This design comes from an exercise in tuning for small area on the open sky130 flow, not from production work.
Where RTL was checked, it was by simulation tests only, not by an equivalence proof against the original.
Power and IR drop assume default switching activity.

// dso100fb
module dso100fb (
    input         CLK,
    input         RST_N,
    input  [31:0] PADDR,
    input         PENABLE,
    output [31:0] PRDATA,
    output        PREADY,
    output        PSLVERR,
    input         PSEL,
    input  [31:0] PWDATA,
    input         PWRITE,
    output [71:0] MCMD_TDATA,
    input         MCMD_TREADY,
    output        MCMD_TVALID,
    input   [7:0] MSTS_TDATA,
    output        MSTS_TREADY,
    input         MSTS_TVALID,
    input  [31:0] MDATA_TDATA,
    output        MDATA_TREADY,
    input         MDATA_TVALID,
    output [31:0] VID_DATA,
    output        VID_DE,
    output        VID_HSYNC,
    output        VID_VSYNC,
    output        INTR,
    output        LCD_ENABLE,
    output        BL_ENABLE,
    output        OVERLAY_EN,
    input         OVERLAY_VALID,
    input  [31:0] OVERLAY_DATA,
    output        OVERLAY_SYNC,
    output        VID_RST_N
);
    wire start, stop, started, stopped;
    wire [1:0] state;
    wire fetch_en, sync_enable, frame;
    wire [31:0] fetch_fb_base;
    wire [22:0] fetch_fb_length;
    wire [143:0] timing;
    wire [2:0] pol;
    wire fifo_full, video_empty, video_fetch;
    wire de, hsync, vsync;
    wire [4:0] rd_slot;
    wire [31:0] video_pixel;
    wire video_valid;
    wire de_next;
    reg vid_rst_n;
    reg vid_rst_sync;
    always @ (posedge CLK or negedge RST_N)
        if(!RST_N)
            { vid_rst_n, vid_rst_sync } <= 2'b00;
        else
            { vid_rst_n, vid_rst_sync } <= { vid_rst_sync, 1'b1 };
    assign VID_RST_N = vid_rst_n;
    dso100fb_registers regs (
        .CLK(CLK), .RST_N(RST_N),
        .PADDR(PADDR), .PENABLE(PENABLE), .PRDATA(PRDATA), .PREADY(PREADY),
        .PSEL(PSEL), .PSLVERR(PSLVERR), .PWDATA(PWDATA), .PWRITE(PWRITE),
        .INTR(INTR),
        .START(start), .STOP(stop), .STARTED(started), .STOPPED(stopped), .STATE(state),
  ...
Size: about 5000 cells after synthesis, about 1400 flip-flops, about 300 I/O pins, ~56000 um^2 of cells after synthesis.
export LEC_CHECK = 0
export CAP_MARGIN = 20
export CORE_MARGIN = 2
export CORE_UTILIZATION = 60
export CTS_BUF_LIST = sky130_fd_sc_hd__clkbuf_8
export CTS_CLUSTER_DIAMETER = 70
export CTS_CLUSTER_SIZE = 15
export PLACE_DENSITY = 0.75
export SLEW_MARGIN = 20
create_clock -name core_clock -period 10.0 [get_ports {CLK}]
standard.sh (not shown) runs the stock make flow with config.mk's settings and CLKGATE_MAP_FILE= SYNTH_SCRIPT=/design/flow/synth_recipe.tcl, a recipe that flattens the netlist after the stock synthesis.
==> flow/flow/run.sh <==
#!/bin/bash
set -euo pipefail
export BUFFER_PORTS_ARGS="-buffer_cell sky130_fd_sc_hd__buf_1"
bash standard.sh finish > standard_flow.log 2>&1
Edit:
CORE_UTILIZATION = 70   (was 60)
PLACE_DENSITY = 0.85   (was 0.75)
Effect: The changed run completed with no timing, DRC or antenna violations. Via count climbs by 2.8%. Clock-buffer cell count stays the same. Worst hold slack improved by 0.089 ns. Design area stays flat.
Edit:
--- a/flow/flow/run.sh
+++ b/flow/flow/run.sh
@@ -3,0 +4 @@
+export RECOVER_POWER=100
CORE_UTILIZATION = 60   (was 70)
PLACE_DENSITY = 0.75   (was 0.85)
What happened: This time the run completed and failed the layout checks on max-capacitance violations, max-slew violations; worst setup slack is worse by 0.50 ns; first-iteration DRC count falls by about a fifth; final cell count climbs by a few percent.
Edit:
--- a/flow/flow/run.sh
+++ b/flow/flow/run.sh
@@ -4 +3,0 @@
-export RECOVER_POWER=100
CTS_CLUSTER_DIAMETER = 55   (was 70)
CTS_CLUSTER_SIZE = 18   (was 15)
This time the run finished clean.
Via count grows by 0.31%.
Setup slack gets better by 0.45 ns.
Global-route usage hardly moves.
Wire length barely changes.
Final cell count increases by about 0.7%.
Synthesized cell count does not change.
Non-clock buffer count does not change.
Clock power went up by 20%.
Hold slack loses 0.10 ns.

---

## the baseline
Another version of the RTL of dso100fb (not shown whole).
Size in the first run: about 3700 cells after synthesis, roughly 1500 flip-flops, ~300 I/O pins, about 57000 um2 of cells after synthesis.
==> flow/config.mk <==
export PLATFORM = sky130hd
export DESIGN_NAME = dso100fb
export DESIGN_NICKNAME = dso100fb
export VERILOG_FILES = /design/flow/design.v
export SDC_FILE = /design/flow/constraint.sdc
export NUM_CORES = 4
export LEC_CHECK = 0
export CAP_MARGIN = 20
export CORE_MARGIN = 2
export CORE_UTILIZATION = 40
export CTS_BUF_LIST = sky130_fd_sc_hd__clkbuf_8
export SLEW_MARGIN = 20
==> flow/constraint.sdc <==
create_clock -name core_clock -period 10.0 [get_ports {CLK}]
set_input_delay 2.0000 -clock core_clock [delete_from_list [all_inputs] [get_ports {CLK}]]
set_output_delay 2.0000 -clock core_clock [all_outputs]
set_load 0.01 [all_outputs]
==> flow/flow/run.sh <==
#!/bin/bash
set -euo pipefail
export BUFFER_PORTS_ARGS="-buffer_cell sky130_fd_sc_hd__buf_1"
bash standard.sh finish > standard_flow.log 2>&1
#### Input delta (the candidate over the baseline)
- CTS_BUF_LIST: sky130_fd_sc_hd__clkbuf_8 -> unset
[summary]
Between the baseline and the candidate, the starting utilization of the core area figures differ only marginally. Comparing via count of the first global-routing pass for the candidate and the baseline, the smaller number came from the candidate. Compared the baseline against the candidate; clock slew at the register clock pins of the worst setup and hold paths within noise. From the baseline to the candidate the numbers moved as follows: non-clock buffer count shows no meaningful change; register-to-register setup slack shows no meaningful change; number of clock buffers in the layout shows a reduction of 37; maximum operating frequency shows no meaningful change; post-layout minimum cycle time shows a reduction of 0.0034 ns. | detailed-routed wire length on met2 | the baseline vs the candidate | ≈ equal |. On growth of design area from synthesis to finish: the candidate sits above the baseline. Lower combinational share of power among the candidate and the baseline: the candidate.
No functional check of the RTL was part of any run of this note.

---

Another version of the RTL of dso100fb (not shown whole).
Size: roughly 3600 cells after synthesis, roughly 1500 flip-flops.
## dso100fb
module dso100fb (
    input         CLK,
    input         RST_N,
    input  [31:0] PADDR,
    input         PENABLE,
    output [31:0] PRDATA,
    output        PREADY,
    output        PSLVERR,
    input         PSEL,
    input  [31:0] PWDATA,
    input         PWRITE,
    output [71:0] MCMD_TDATA,
    input         MCMD_TREADY,
    output        MCMD_TVALID,
    input   [7:0] MSTS_TDATA,
    output        MSTS_TREADY,
    input         MSTS_TVALID,
    input  [31:0] MDATA_TDATA,
    output        MDATA_TREADY,
    input         MDATA_TVALID,
    output [31:0] VID_DATA,
    output        VID_DE,
    output        VID_HSYNC,
    output        VID_VSYNC,
    output        INTR,
    output        LCD_ENABLE,
    output        BL_ENABLE,
    output        OVERLAY_EN,
    input         OVERLAY_VALID,
    input  [31:0] OVERLAY_DATA,
    output        OVERLAY_SYNC,
    output        VID_RST_N
);
    wire start, stop, started, stopped;
    wire [1:0] state;
    wire fetch_en, sync_enable, frame;
    wire [31:0] fetch_fb_base;
    wire [22:0] fetch_fb_length;
    wire [143:0] timing;
    wire [2:0] pol;
    wire fifo_full, video_empty, video_fetch;
    wire de, hsync, vsync;
    wire [4:0] rd_slot;
    wire [31:0] video_pixel;
  ...
clock: 10.0 ns
lec_check: 0
cap_margin: 20
core_margin: 2
core_utilization: 60
cts_buf_list: sky130_fd_sc_hd__clkbuf_8
cts_cluster_diameter: 70
cts_cluster_size: 15
place_density: 0.75
slew_margin: 20
Scripts as last shown in full above: flow/flow/run.sh
Then changed:
--- a/flow/config.mk
+++ b/flow/config.mk
@@ -10,5 +10,4 @@
-export CORE_UTILIZATION = 60
-export CTS_BUF_LIST = sky130_fd_sc_hd__clkbuf_8
-export CTS_CLUSTER_DIAMETER = 70
-export CTS_CLUSTER_SIZE = 15
-export PLACE_DENSITY = 0.75
+export CORE_UTILIZATION = 40
+export CTS_BUF_LIST = sky130_fd_sc_hd__clkbuf_16
+export CTS_CLUSTER_DIAMETER = 80
+export CTS_CLUSTER_SIZE = 26
Clock-buffer cell count goes down by 35; sequential share of layout area goes down by 1.7 points; non-clock buffer count goes up by 10; wire length goes up by 5.5%; global-route usage goes down by 11 points; via count goes down by 1.1%; area after synthesis is unchanged; critical path depth stays the same.
Then changed:
--- a/flow/config.mk
+++ b/flow/config.mk
@@ -11,3 +11,3 @@
-export CTS_BUF_LIST = sky130_fd_sc_hd__clkbuf_16
-export CTS_CLUSTER_DIAMETER = 80
-export CTS_CLUSTER_SIZE = 26
+export CTS_BUF_LIST = sky130_fd_sc_hd__clkbuf_8
+export CTS_CLUSTER_DIAMETER = 70
+export CTS_CLUSTER_SIZE = 15
After rerunning: Power went down by a few percent; cell area went down slightly; worst setup slack got worse by 43 ps; via count went up slightly.
Then changed:
--- a/flow/config.mk
+++ b/flow/config.mk
@@ -8 +8 @@
-export CAP_MARGIN = 20
+export CAP_MARGIN = 5
@@ -14 +14 @@
-export SLEW_MARGIN = 20
+export SLEW_MARGIN = 5
Outcome: The changed run completed with no timing, DRC or antenna violations. Sequential share of layout area is about the same. Via count hardly moves. Clock-buffer cell count goes up by 2. Routed wire length goes down by 0.41%. Synthesized cell count is unchanged. Cell area hardly moves. Flip-flop and latch count stays the same. First-iteration DRC count goes down by 0.75%. Worst hold slack loses 46 ps. Total power stays flat. Synthesized area stays the same.

---

run 1:
Another version of the RTL of dso100fb (not shown whole).
Size: ~4800 cells after synthesis, roughly 1400 flip-flops, roughly 300 I/O pins.
export LEC_CHECK = 0
export CAP_MARGIN = 20
export CORE_MARGIN = 2
export CORE_UTILIZATION = 60
export CTS_BUF_LIST = sky130_fd_sc_hd__clkbuf_8
export CTS_CLUSTER_DIAMETER = 70
export CTS_CLUSTER_SIZE = 15
export PLACE_DENSITY = 0.85
export SLEW_MARGIN = 20
create_clock -name core_clock -period 10.0 [get_ports {CLK}]
Scripts as last shown in full above: flow/flow/run.sh
Here is what was changed in the inputs of run 2 compared with run 1.
Settings: swapping 15 for 16 in CTS_CLUSTER_SIZE; swapping 0.85 for 0.75 in PLACE_DENSITY; swapping 70 for 60 in CTS_CLUSTER_DIAMETER.
## What came out
- In run 2, tightest hold margin is lower than in run 1.
- Measured against each other, run 1 and run 2 differ in number of signal-net buffers in the layout, the higher figure coming from run 2.
- Run 2 ran to completion and came out clean on the timing, DRC and antenna checks.
- Per the comparison of run 2 with run 1, post-layout worst setup margin went down 0.36 ns; critical path depth moved up; HPWL after detailed placement saw little to no change; area of the multi-input gates now sits at about the same level.
- Post-detailed-routing wire length in run 2 is about 1.6% higher than in run 1
- Relative to run 1, post-layout minimum cycle time has gone up in run 2.
- Core utilization up 0.33 points in run 2 wrt run 1
- Vias: run 2 below run 1
The inputs of run 3 differ from those of run 2 as listed below.
Settings: swapping 60 for 70 in CTS_CLUSTER_DIAMETER; swapping 16 for 15 in CTS_CLUSTER_SIZE.
Findings:
Diff run 2 -> run 3: net load switching power shows a reduction of about 0.54%, achievable frequency shows an increase of 0.53%, overall power of the completed layout shows a reduction of 0.93%, design area shows a reduction of 250 um^2.

## what the ideal ports hide
How much do the figures lean on ideal ports? The routed layouts below were timed once more, with nothing changed but the port constraints.
Step 1 (the two cells are an assumption about what drives the block):
set clk [get_ports {CLK}]
set_driving_cell -lib_cell sky130_fd_sc_hd__clkbuf_16 $clk
set_driving_cell -lib_cell sky130_fd_sc_hd__buf_2 [delete_from_list [all_inputs] $clk]
Step 2, shift: input delay + t, output delay - t, t = (earliest + latest rising clock arrival at the registers) / 2. This alone moves slack from input paths to output paths.
a / b / c = ideal / step 1 / step 2; a / b = the first two.
run	shift t [ns]	setup WS [ns]	latest minus earliest clock arrival (ns)	worst register clock-pin slew, ns
the first run of note 1	0.922	2.971 / 2.971 / 2.971	0.062 / 0.062	0.12 / 0.12
the second run of note 1	0.880	3.066 / 3.066 / 3.066	0.052 / 0.052	0.11 / 0.11
the third run of note 1	0.918	2.565 / 2.565 / 2.061	0.067 / 0.067	0.12 / 0.12
the fourth run of note 1	0.917	3.012 / 3.012 / 3.012	0.066 / 0.067	0.12 / 0.12
the baseline	1.014	4.708 / 4.708 / 4.525	0.117 / 0.117	0.07 / 0.07
the candidate	0.841	4.712 / 4.712 / 4.508	0.066 / 0.065	0.07 / 0.07
the first run of note 3	0.888	2.960 / 2.960 / 2.960	0.074 / 0.074	0.11 / 0.11
the second run of note 3	0.769	3.148 / 3.148 / 3.148	0.080 / 0.080	0.10 / 0.10
the third run of note 3	0.918	3.105 / 3.105 / 3.105	0.114 / 0.114	0.11 / 0.11
the fourth run of note 3	0.942	3.092 / 3.092 / 3.092	0.111 / 0.111	0.11 / 0.11
run 1	0.915	3.087 / 3.087 / 3.087	0.057 / 0.056	0.11 / 0.11
run 2	0.871	2.727 / 2.727 / 2.727	0.084 / 0.085	0.11 / 0.11
run 3	0.894	2.765 / 2.765 / 2.765	0.076 / 0.076	0.12 / 0.12
The setup slack of the third run of note 1, which loses most, moves by 0.000 ns with the drivers and by -0.504 ns with both steps.
